This design comes from an exercise in tuning for small area and a short achievable clock period on the open sky130 flow, not from production work. RTL that was checked went through simulation tests only; none was proved equivalent to the original. Power and IR drop assume default switching activity.

==> flow/design.v (excerpt) <==
module BMD_64_RWDMA_FSM (
    clk,
    rst_n,
    init_rst_i,
    wdma_rst_o,
    mwr_len_i,
    mwr_count_i,
    wdma_start_o,
    wdma_addr_o,
    wdma_done_i,
    wdma_irq_o,
    next_wdma_addr_i,
    next_wdma_up_addr_i,
    next_wdma_valid_i,
    wdma_start_i,
    wdma_stop_i,
    wdma_running_o,
    wdma_frame_len_i,
    timeframe_end_i,
    wdma_buf_ptr_o,
    wdma_status_o,
    cc_timeout_o
);
input           clk;
input           rst_n;
input           init_rst_i;
output          wdma_rst_o;
input  [9:0]    mwr_len_i;
input  [15:0]   mwr_count_i;
output          wdma_start_o;
output [39:0]   wdma_addr_o;
input           wdma_done_i;
output          wdma_irq_o;
input  [31:0]   next_wdma_addr_i;
input  [7:0]    next_wdma_up_addr_i;
input           next_wdma_valid_i;
input           wdma_start_i;
input           wdma_stop_i;
output          wdma_running_o;
input  [15:0]   wdma_frame_len_i;
input           timeframe_end_i;
output [15:0]   wdma_buf_ptr_o;
output [3:0]    wdma_status_o;
output          cc_timeout_o;
reg             wdma_irq_o;
reg             wdma_start_o;
reg             wdma_running_o;
reg    [3:0]    wdma_status_o;
reg             st_idle, st_load, st_wait, st_dma, st_check, st_stop;
reg             prev_check;          
reg             timeframe_end_prev;
reg [15:0]      wdma_buf_cnt;
reg             next_wdma_valid;
reg             wdma_stop;
reg [15:0]      cnt_16bit;
reg [1:0]       a_lo;
reg [11:0]      a_hi;
reg [26:0]      s_q;
reg [26:0]      c_q;
  ...
export LEC_CHECK = 0
export CAP_MARGIN = 20
export CORE_MARGIN = 2
export CORE_UTILIZATION = 60
export PLACE_DENSITY = 0.75
export SETUP_SLACK_MARGIN = 4.3
export SLEW_MARGIN = 20
export SYNTH_HIERARCHICAL = 1
export SYNTH_MINIMUM_KEEP_SIZE = 0
create_clock -name core_clock -period 8.5 [get_ports {clk}]
standard.sh (not shown) runs the stock make flow with config.mk's settings and CLKGATE_MAP_FILE= SYNTH_SCRIPT=/design/flow/synth_recipe.tcl, a recipe that flattens the netlist after the stock synthesis.
==> flow/flow/run.sh <==
#!/bin/bash
# Standard layout, but with sky130_fd_sc_hd__buf_1 as the port buffer cell
# (instead of the default clkdlybuf4s50_1, which is larger and slower).
set -euo pipefail
export BUFFER_PORTS_ARGS="-buffer_cell sky130_fd_sc_hd__buf_1"
bash standard.sh finish > flow_make.log 2>&1
Rerun with:
--- a/flow/design.v
+++ b/flow/design.v
@@ -312,27 +312,23 @@
     rw_x2 u_sum23 (.a(ap23), .b(g16_22), .y(mid[23]));
     rw_x2 u_sum24 (.a(ap24), .b(g16_23), .y(mid[24]));
     rw_x2 u_sum25 (.a(ap25), .b(g16_24), .y(mid[25]));
     wire ap26;
     rw_x2 u_ap26 (.a(s_q[26]), .b(c_q[26]), .y(ap26));
     rw_x2 u_sum26 (.a(ap26), .b(g16_25), .y(mid[26]));
-    assign c26 = g16_25;
-    assign p26 = ap26;
-wire            c26;
-wire            p26;
 wire [11:0]     hi_ones;
 wire [11:0]     out_hi;
 assign hi_ones[0] = 1'b1;
 genvar gi;
 generate for (gi = 1; gi < 12; gi = gi + 1) begin : g_hi
     assign hi_ones[gi] = hi_ones[gi-1] & a_hi[gi-1];
 end endgenerate
-wire [11:0]     hi_c0 = a_hi ^ (hi_ones & {12{p26}});
-wire [11:0]     hi_c1 = a_hi ^ (hi_ones & {12{~p26}});
 generate for (gi = 0; gi < 12; gi = gi + 1) begin : g_hx
-    rw_mux2 u_hm (.a(hi_c0[gi]), .b(hi_c1[gi]), .s(c26), .y(out_hi[gi]));
+    wire inc;
+    rw_a2 u_hc (.a(mid[26]), .b(hi_ones[gi]), .y(inc));
+    rw_x2 u_hx (.a(a_hi[gi]), .b(inc), .y(out_hi[gi]));
 end endgenerate
 assign wdma_addr_o = {out_hi, mid[25:0], a_lo};
 wire [25:0]     x = s_q[25:0];
 wire [26:0]     ts_n;
 wire [26:0]     tc_n;
     wire pp0_0 = ~(mwr_len_i[0] & mwr_count_i[0]);
@@ -988,15 +984,12 @@
 module rw_o21ai (input a1, input a2, input b1, output y);
 assign y = ~((a1 | a2) & b1);
 endmodule
 module rw_nor2 (input a, input b, output y);
 assign y = ~(a | b);
 endmodule
-module rw_mux2 (input a, input b, input s, output y);
-assign y = s ? b : a;
-endmodule
 module rw_a2 (input a, input b, output y);
 assign y = a & b;
 endmodule
 module rw_x2 (input a, input b, output y);
 assign y = a ^ b;
 endmodule
After rerunning: Routed wire length goes down by 7.4%. Synthesized cell count went down by 0.85%. Area after synthesis fell by 0.79%. Design area drops by 1.9%. Flip-flop and latch count stays the same. Register-to-register slack degrades by 90 ps. Setup slack degrades by 250 ps. Clock skew barely changes. Die area came out lower by 0.77%. Clock power rose by about 2%.
No functional check of the RTL was part of the first run of this note.

[afterwards: timing with drivers on the ports]
In the flow no input, the clock included, has a driving cell. The finished layouts below were timed again as built, in two steps.
Step 1: set_driving_cell puts a clkbuf_16 on clk and a buf_2 on each other input, an assumption about the parent block.
Step 2 adds t to the input delays and takes it off the output delays; t is the mean of the earliest and latest rising clock arrival at the registers after step 1. Input paths then give back, and output paths get back, about the clock's delay inside the block.
Slacks: no drivers / after step 1 / after step 2; pairs: no drivers / after step 1.
| run | t, ns | slack for setup (ns) | worst setup path at the end | latest minus earliest clock arrival (ns) | worst data-port slew with drivers (ns) |
|---|---|---|---|---|---|
| the first run | 0.459 | 4.246 / 4.205 / 3.870 | input to register | 0.009 / 0.009 | 0.06 |
| the second run | 0.458 | 3.996 / 3.955 / 3.883 | input to register | 0.009 / 0.009 | 0.06 |
After both steps setup and hold are still met in every run listed. The setup slack of the first run, which loses most, moves by -0.041 ns with the drivers and by -0.376 ns with both steps.
